Background: an optimization exercise with open tools, aiming at small area and a short achievable clock period. Do not read the settings as production practice. RTL that was checked went through simulation tests only; none was proved equivalent to the original.

==> flow/design.v (excerpt) <==
module ks_vandana_fp_div(
	a1,
	b1,
	c,
	clk
);
	input wire [31:0] a1;
	input wire [31:0] b1;
	input wire clk;
	output wire [31:0] c;
	localparam integer K1 = 3;
	wire        sc0 = a1[31] ^ b1[31];
	wire [7:0]  e0  = (a1[30:23] - b1[30:23]) + 8'd127;
	wire        q1  = a1[22] | ~b1[22];
	wire [26:0] ys [2:13];
	wire [26:0] yc [2:13];
	wire [23:0] mbv [1:13];
	wire [2:0]  dig [2:13];    
	wire [24:0] vs, vc;        
	assign mbv[1] = {1'b1, b1[22:0]};
	assign ys[2] = {2'b00, 1'b1, a1[22:0], q1};
	assign yc[2] = q1 ? ~{1'b0, 1'b1, b1[22:0], 2'b00} : 27'd0;
	reg        sc1, sc2;
	reg [7:0]  e1, e2;
	reg [22:0] mb1;
	reg [26:0] ys1, yc1;
	reg [24:0] vs2, vc2;
	reg        q1_1, q1_2;
	reg [3*K1-1:3] dg1;         
	reg [35:0] dg2;             
	genvar j;
	generate
		for (j = 2; j <= 13; j = j + 1) begin : step
			wire [26:0] s_in, c_in;
			wire [23:0] mb;
			if (j == K1 + 1) begin : from1
				assign s_in = ys1;
				assign c_in = yc1;
				assign mb = {1'b1, mb1};
			end else begin : direct
				assign s_in = ys[j];
				assign c_in = yc[j];
				assign mb = mbv[j-1];
			end
			assign mbv[j] = mb;
			wire qpos, two, one;
			r4_sel u_sel (.sh(s_in[26:20]), .ch(c_in[26:20]), .di(mb[22:20]),
				.qpos(qpos), .two(two), .one(one));
			wire [2:0] q = {qpos, two, one};
			wire [24:0] so, co;
			wire [24:0] mbl = {1'b0, mb};
			wire [24:0] mbh = {mb, 1'b0};
			genvar i;
			for (i = (j == 2) ? 0 : 2; i < 25; i = i + 1) begin : bt
				wire m = ((one & mbl[i]) | (two & mbh[i])) ^ qpos;
				r4_fa u_fa (.a(s_in[i]), .b(c_in[i]), .ci(m), .s(so[i]), .co(co[i]));
			end
			if (j > 2) begin : blo
				for (i = 0; i < 2; i = i + 1) begin : bl
					wire m = ((one & mbl[i]) | (two & mbh[i])) ^ qpos;
					assign so[i] = m;
					assign co[i] = 1'b0;
				end
			end
			wire [24:0] wc = {co[23:0], qpos};
			assign dig[j] = q;
			if (j < 13) begin : nxt
				assign ys[j+1] = {so, 2'b00};
				assign yc[j+1] = {wc, 2'b00};
			end else begin : last
				assign vs = so;
				assign vc = wc;
			end
		end
	endgenerate
	wire [3*12-1:0] dall;
	generate
		for (j = 2; j <= 13; j = j + 1) begin : gath
			assign dall[3*(13-j)+2:3*(13-j)] = dig[j];
		end
	endgenerate
	always @(posedge clk) begin
		sc1 <= sc0;
		e1 <= e0;
		mb1 <= b1[22:0];
		q1_1 <= q1;
		ys1 <= ys[K1+1];
  ...
clock: 120.0 ns
lec_check: 0
cap_margin: 20
core_margin: 2
core_utilization: 40
cts_buf_list: sky130_fd_sc_hd__clkbuf_8
slew_margin: 70
synth_hierarchical: 1
standard.sh (not shown) runs the stock make flow with config.mk's settings and CLKGATE_MAP_FILE= SYNTH_SCRIPT=/design/flow/synth_recipe.tcl, a recipe that flattens the netlist after the stock synthesis.
==> flow/flow/run.sh <==
#!/bin/bash
# The standard layout (standard.sh), with the input and output ports
# buffered by the two-drive buffer cell instead of the flow's default one.
# The full output of the flow goes to flow.log in this folder.
export BUFFER_PORTS_ARGS="-buffer_cell sky130_fd_sc_hd__buf_2"
bash standard.sh > flow.log 2>&1
Edit:
--- a/flow/config.mk
+++ b/flow/config.mk
@@ -10,4 +10,4 @@
 export CORE_UTILIZATION = 40
 export CTS_BUF_LIST = sky130_fd_sc_hd__clkbuf_8
-export SLEW_MARGIN = 70
+export SLEW_MARGIN = 80
 export SYNTH_HIERARCHICAL = 1
Result: Design area went up by 5.7%; final cell count went up by 1.1%; global-route usage went up by 0.66 points; via count went up by 1.8%; area after synthesis stays the same.
No run of this note included a check of the RTL's function; only the layout flow was run.

========
Another version of the RTL of ks_vandana_fp_div (not shown whole).
Size in the first run: ~2,500 cells after synthesis, roughly 180 flip-flops, about 97 I/O pins.
export LEC_CHECK = 0
export CAP_MARGIN = 20
export CORE_MARGIN = 2
export CORE_UTILIZATION = 40
export CTS_BUF_LIST = sky130_fd_sc_hd__clkbuf_8
export SLEW_MARGIN = 90
export SYNTH_HIERARCHICAL = 1
create_clock -name core_clock -period 120.0 [get_ports {clk}]
Scripts as last shown in full above: flow/flow/run.sh
The first run never finished: it broke off in global routing.
Rerun with:
Settings changed: GPL_TIMING_DRIVEN set to 0, SLEW_MARGIN 90 to 20.
After rerunning:
- With this change the flow produced a clean layout
- synthesized cell count is unchanged
- area after synthesis does not change
No run of this note included a check of the RTL's function; only the layout flow was run.

========
## north
Another version of the RTL of ks_vandana_fp_div (not shown whole).
For scale: about 2,300 cells after synthesis, roughly 97 I/O pins, ~0.023 mm² of cells after synthesis.
Settings: LEC_CHECK=0, CAP_MARGIN=20, CORE_MARGIN=2, CORE_UTILIZATION=60, PLACE_DENSITY=0.85, SLEW_MARGIN=20, SYNTH_HIERARCHICAL=1; clock period 120.0 ns.
run.sh (not shown) runs the stock make flow with config.mk's settings and CLKGATE_MAP_FILE= SYNTH_SCRIPT=/design/flow/synth_recipe.tcl, a recipe that flattens the netlist after the stock synthesis.
Stock flow here: none of the scripts above is used.
The inputs of south differ from those of north as listed below.
Settings: CORE_UTILIZATION: 60 -> 40; CTS_BUF_LIST: unset -> sky130_fd_sc_hd__clkbuf_8; SLEW_MARGIN: 20 -> 70; PLACE_DENSITY: 0.85 -> unset.
==> flow/flow/run.sh (new file) <==
#!/bin/bash
# The standard layout (standard.sh), with the input and output ports
# buffered by the two-drive buffer cell instead of the flow's default one.
# The full output of the flow goes to flow.log in this folder.
export BUFFER_PORTS_ARGS="-buffer_cell sky130_fd_sc_hd__buf_2"
bash standard.sh > flow.log 2>&1
==> flow/standard.sh (new file) <==
#!/bin/bash
# synth_recipe.tcl (not shown) runs the flow's synth.tcl, then flattens the netlist and writes it again
# the make line also repeats each setting of config.mk as NAME=value (left out here)
make -C /OpenROAD-flow-scripts/flow DESIGN_CONFIG=/design/flow/config.mk WORK_HOME=/design/flow/orfs CLKGATE_MAP_FILE= SYNTH_SCRIPT=/design/flow/synth_recipe.tcl "${@:-finish}"
removed: flow/run.sh
==> summary.txt <==
south against north: clock buffer and inverter area fraction after layout moved down, share of the synthesized netlist area taken by xor and xnor gates level, detailed-route wire length on metal 1 moved up. south against north; via count of the first global-routing pass is down by a few percent. south against north: number of distinct library cells after synthesis held. The lower number of clock-tree buffers in the layout of north and south is in south. south against north: core utilization lower; non-clock buffer instance count of the final layout higher.

========
The RTL this note starts from:
==> flow/design.v <==
module ks_vandana_fp_div(
	a1,
	b1,
	c,
	clk
);
	input wire [31:0] a1;
	input wire [31:0] b1;
	input wire clk;
	output wire [31:0] c;
	localparam integer K1 = 3;
	wire        sc0 = a1[31] ^ b1[31];
	wire [7:0]  e0  = (a1[30:23] - b1[30:23]) + 8'd127;
	wire        q1  = a1[22] | ~b1[22];
	wire [26:0] ys [2:13];
	wire [26:0] yc [2:13];
	wire [23:0] mbv [1:13];
	wire [2:0]  dig [2:13];    
	wire [24:0] vs, vc;        
	assign mbv[1] = {1'b1, b1[22:0]};
	assign ys[2] = {2'b00, 1'b1, a1[22:0], q1};
	assign yc[2] = q1 ? ~{1'b0, 1'b1, b1[22:0], 2'b00} : 27'd0;
	reg        sc1, sc2;
	reg [7:0]  e1, e2;
	reg [22:0] mb1;
	reg [26:0] ys1, yc1;
	reg [24:0] vs2, vc2;
	reg        q1_1, q1_2;
	reg [3*K1-1:3] dg1;         
	reg [35:0] dg2;             
	genvar j;
	generate
		for (j = 2; j <= 13; j = j + 1) begin : step
			wire [26:0] s_in, c_in;
			wire [23:0] mb;
			if (j == K1 + 1) begin : from1
				assign s_in = ys1;
				assign c_in = yc1;
				assign mb = {1'b1, mb1};
			end else begin : direct
				assign s_in = ys[j];
				assign c_in = yc[j];
				assign mb = mbv[j-1];
			end
			assign mbv[j] = mb;
			wire qpos, two, one;
			r4_sel u_sel (.sh(s_in[26:20]), .ch(c_in[26:20]), .di(mb[22:20]),
				.qpos(qpos), .two(two), .one(one));
			wire [2:0] q = {qpos, two, one};
			wire [24:0] so, co;
			wire [24:0] mbl = {1'b0, mb};
			wire [24:0] mbh = {mb, 1'b0};
			genvar i;
			for (i = (j == 2) ? 0 : 2; i < 25; i = i + 1) begin : bt
				wire m = ((one & mbl[i]) | (two & mbh[i])) ^ qpos;
				r4_fa u_fa (.a(s_in[i]), .b(c_in[i]), .ci(m), .s(so[i]), .co(co[i]));
			end
			if (j > 2) begin : blo
				for (i = 0; i < 2; i = i + 1) begin : bl
					wire m = ((one & mbl[i]) | (two & mbh[i])) ^ qpos;
					assign so[i] = m;
					assign co[i] = 1'b0;
				end
			end
			wire [24:0] wc = {co[23:0], qpos};
			assign dig[j] = q;
			if (j < 13) begin : nxt
				assign ys[j+1] = {so, 2'b00};
				assign yc[j+1] = {wc, 2'b00};
			end else begin : last
				assign vs = so;
				assign vc = wc;
			end
		end
	endgenerate
	wire [3*12-1:0] dall;
	generate
		for (j = 2; j <= 13; j = j + 1) begin : gath
			assign dall[3*(13-j)+2:3*(13-j)] = dig[j];
		end
	endgenerate
	always @(posedge clk) begin
		sc1 <= sc0;
		e1 <= e0;
		mb1 <= b1[22:0];
		q1_1 <= q1;
		ys1 <= ys[K1+1];
		yc1 <= yc[K1+1];
		dg1 <= dall[35:36-3*(K1-1)];
		sc2 <= sc1;
		e2 <= e1;
		q1_2 <= q1_1;
		vs2 <= vs;
		vc2 <= vc;
		dg2 <= {dg1, dall[35-3*(K1-1):0]};
	end
	wire [35:0] dq = dg2;
	wire [24:0] qp, qn;
	assign qp[24] = q1_2;
	assign qn[24] = 1'b0;
	generate
		for (j = 2; j <= 13; j = j + 1) begin : conv
			wire [2:0] d = dq[3*(13-j)+2:3*(13-j)];
			assign qp[2*(13-j)+1:2*(13-j)] = d[2] ? d[1:0] : 2'b00;
			assign qn[2*(13-j)+1:2*(13-j)] = d[2] ? 2'b00 : d[1:0];
		end
	endgenerate
	wire [24:0] v = vs2 + vc2;
	wire [24:0] f = qp - qn - {24'd0, v[24]};
	wire [22:0] frac = f[23] ? f[22:0] : {f[21:0], 1'b0};
	wire [7:0]  ex = f[23] ? e2 : e2 - 8'd1;
	assign c = {sc2, ex, frac};
endmodule
module r4_sel(sh, ch, di, qpos, two, one);
input wire [6:0] sh; input wire [6:0] ch; input wire [2:0] di; output wire qpos, two, one;
wire [6:0] e = sh + ch;
wire ge1 = ~e[6] & (e[5] | e[4] | e[3] | (e[2] & (~di[2] | e[1])));
wire ge0 = ~e[6] | (e[5] & e[4] & e[3] & (e[2] | (di[2] ? (e[1] | e[0]) : (e[1] & e[0]))));
reg ge2, gem1;
always @(*) begin
  case (di)
    3'd0: begin ge2 = ~e[6] & (e[5:0] >= 6'd12); gem1 = ~e[6] | (e[5:0] >= 6'd51); end
    3'd1: begin ge2 = ~e[6] & (e[5:0] >= 6'd14); gem1 = ~e[6] | (e[5:0] >= 6'd49); end
    3'd2: begin ge2 = ~e[6] & (e[5:0] >= 6'd15); gem1 = ~e[6] | (e[5:0] >= 6'd48); end
    3'd3: begin ge2 = ~e[6] & (e[5:0] >= 6'd16); gem1 = ~e[6] | (e[5:0] >= 6'd46); end
    3'd4: begin ge2 = ~e[6] & (e[5:0] >= 6'd18); gem1 = ~e[6] | (e[5:0] >= 6'd44); end
    3'd5: begin ge2 = ~e[6] & (e[5:0] >= 6'd20); gem1 = ~e[6] | (e[5:0] >= 6'd44); end
    3'd6: begin ge2 = ~e[6] & (e[5:0] >= 6'd20); gem1 = ~e[6] | (e[5:0] >= 6'd42); end
    3'd7: begin ge2 = ~e[6] & (e[5:0] >= 6'd24); gem1 = ~e[6] | (e[5:0] >= 6'd40); end
  endcase
end
assign qpos = ge1;
assign two = ge2 | ~gem1;
assign one = (ge1 & ~ge2) | (gem1 & ~ge0);
endmodule
module r4_fa(a, b, ci, s, co);
	input wire a;
	input wire b;
	input wire ci;
	output wire s;
	output wire co;
	assign s = a ^ b ^ ci;
	assign co = (a & b) | (a & ci) | (b & ci);
endmodule
clock: 120.0 ns
lec_check: 0
cap_margin: 20
core_margin: 2
core_utilization: 40
cts_buf_list: sky130_fd_sc_hd__clkbuf_8
slew_margin: 20
synth_hierarchical: 1
Stock flow here: none of the scripts above is used.
Edit:
ABC_AREA = 1   (was not set)
CTS_BUF_LIST = not set   (was sky130_fd_sc_hd__clkbuf_8)
The new run ran to the end with no violations.
Die area increases by a little under a tenth.
Core utilization decreases by 0.49 points.
Hold slack is worse by 0.0084 ns.
Edit:
==> flow/flow/run.sh (new file) <==
#!/bin/bash
# The standard layout (standard.sh), with the input and output ports
# buffered by the two-drive buffer cell instead of the flow's default one.
# The full output of the flow goes to flow.log in this folder.
export BUFFER_PORTS_ARGS="-buffer_cell sky130_fd_sc_hd__buf_2"
bash standard.sh > flow.log 2>&1
==> flow/standard.sh (new file) <==
#!/bin/bash
# synth_recipe.tcl (not shown) runs the flow's synth.tcl, then flattens the netlist and writes it again
# the make line also repeats each setting of config.mk as NAME=value (left out here)
make -C /OpenROAD-flow-scripts/flow DESIGN_CONFIG=/design/flow/config.mk WORK_HOME=/design/flow/orfs CLKGATE_MAP_FILE= SYNTH_SCRIPT=/design/flow/synth_recipe.tcl "${@:-finish}"
ABC_AREA = not set   (was 1)
CTS_BUF_LIST = sky130_fd_sc_hd__clkbuf_8   (was not set)
SLEW_MARGIN = 90   (was 20)
removed: flow/run.sh
What happened: The new run never finished: it broke off in 5_1_grt. Synthesized area decreases by 7.9%. Synthesized cell count decreases by 28%.
Edit:
SLEW_MARGIN = 20   (was 90)
- The changed run passed the timing, design-rule and antenna checks
- area after synthesis stays the same
- synthesized cell count is unchanged

==> separate check: timing with driven ports <==
In the flow no input, the clock included, has a driving cell. The finished layouts below were timed again as built, in two steps. Step 1 sets driving cells, clkbuf_16 on the clock port and buf_2 on the other inputs (assumed; they add their load-dependent delay and slew). Step 2 times the ports against the registers' clock, not the clock port: input delays grow and output delays shrink by t, the midpoint of the rising clock arrivals with the driver on. Slacks: ideal / step 1 / step 2; pairs: ideal / step 1.
| run | shift t [ns] | setup WS [ns] | worst setup path at the end |
|---|---|---|---|
| the first run of note 1 | 0.539 | 86.231 / 86.231 / 86.231 | register to register |
| the second run of note 1 | 0.543 | 84.738 / 84.738 / 84.738 | register to register |
| the second run of note 2 | 0.605 | 83.158 / 83.158 / 83.158 | register to register |
| north | 0.492 | 86.485 / 86.485 / 86.485 | register to register |
| south | 0.554 | 87.498 / 87.498 / 87.498 | register to register |
| the first run of note 4 | 0.557 | 86.780 / 86.780 / 86.780 | register to register |
| the second run of note 4 | 0.528 | 83.902 / 83.902 / 83.902 | register to register |
| the fourth run of note 4 | 0.554 | 86.940 / 86.940 / 86.940 | register to register |
After both steps every run listed still meets setup and hold.
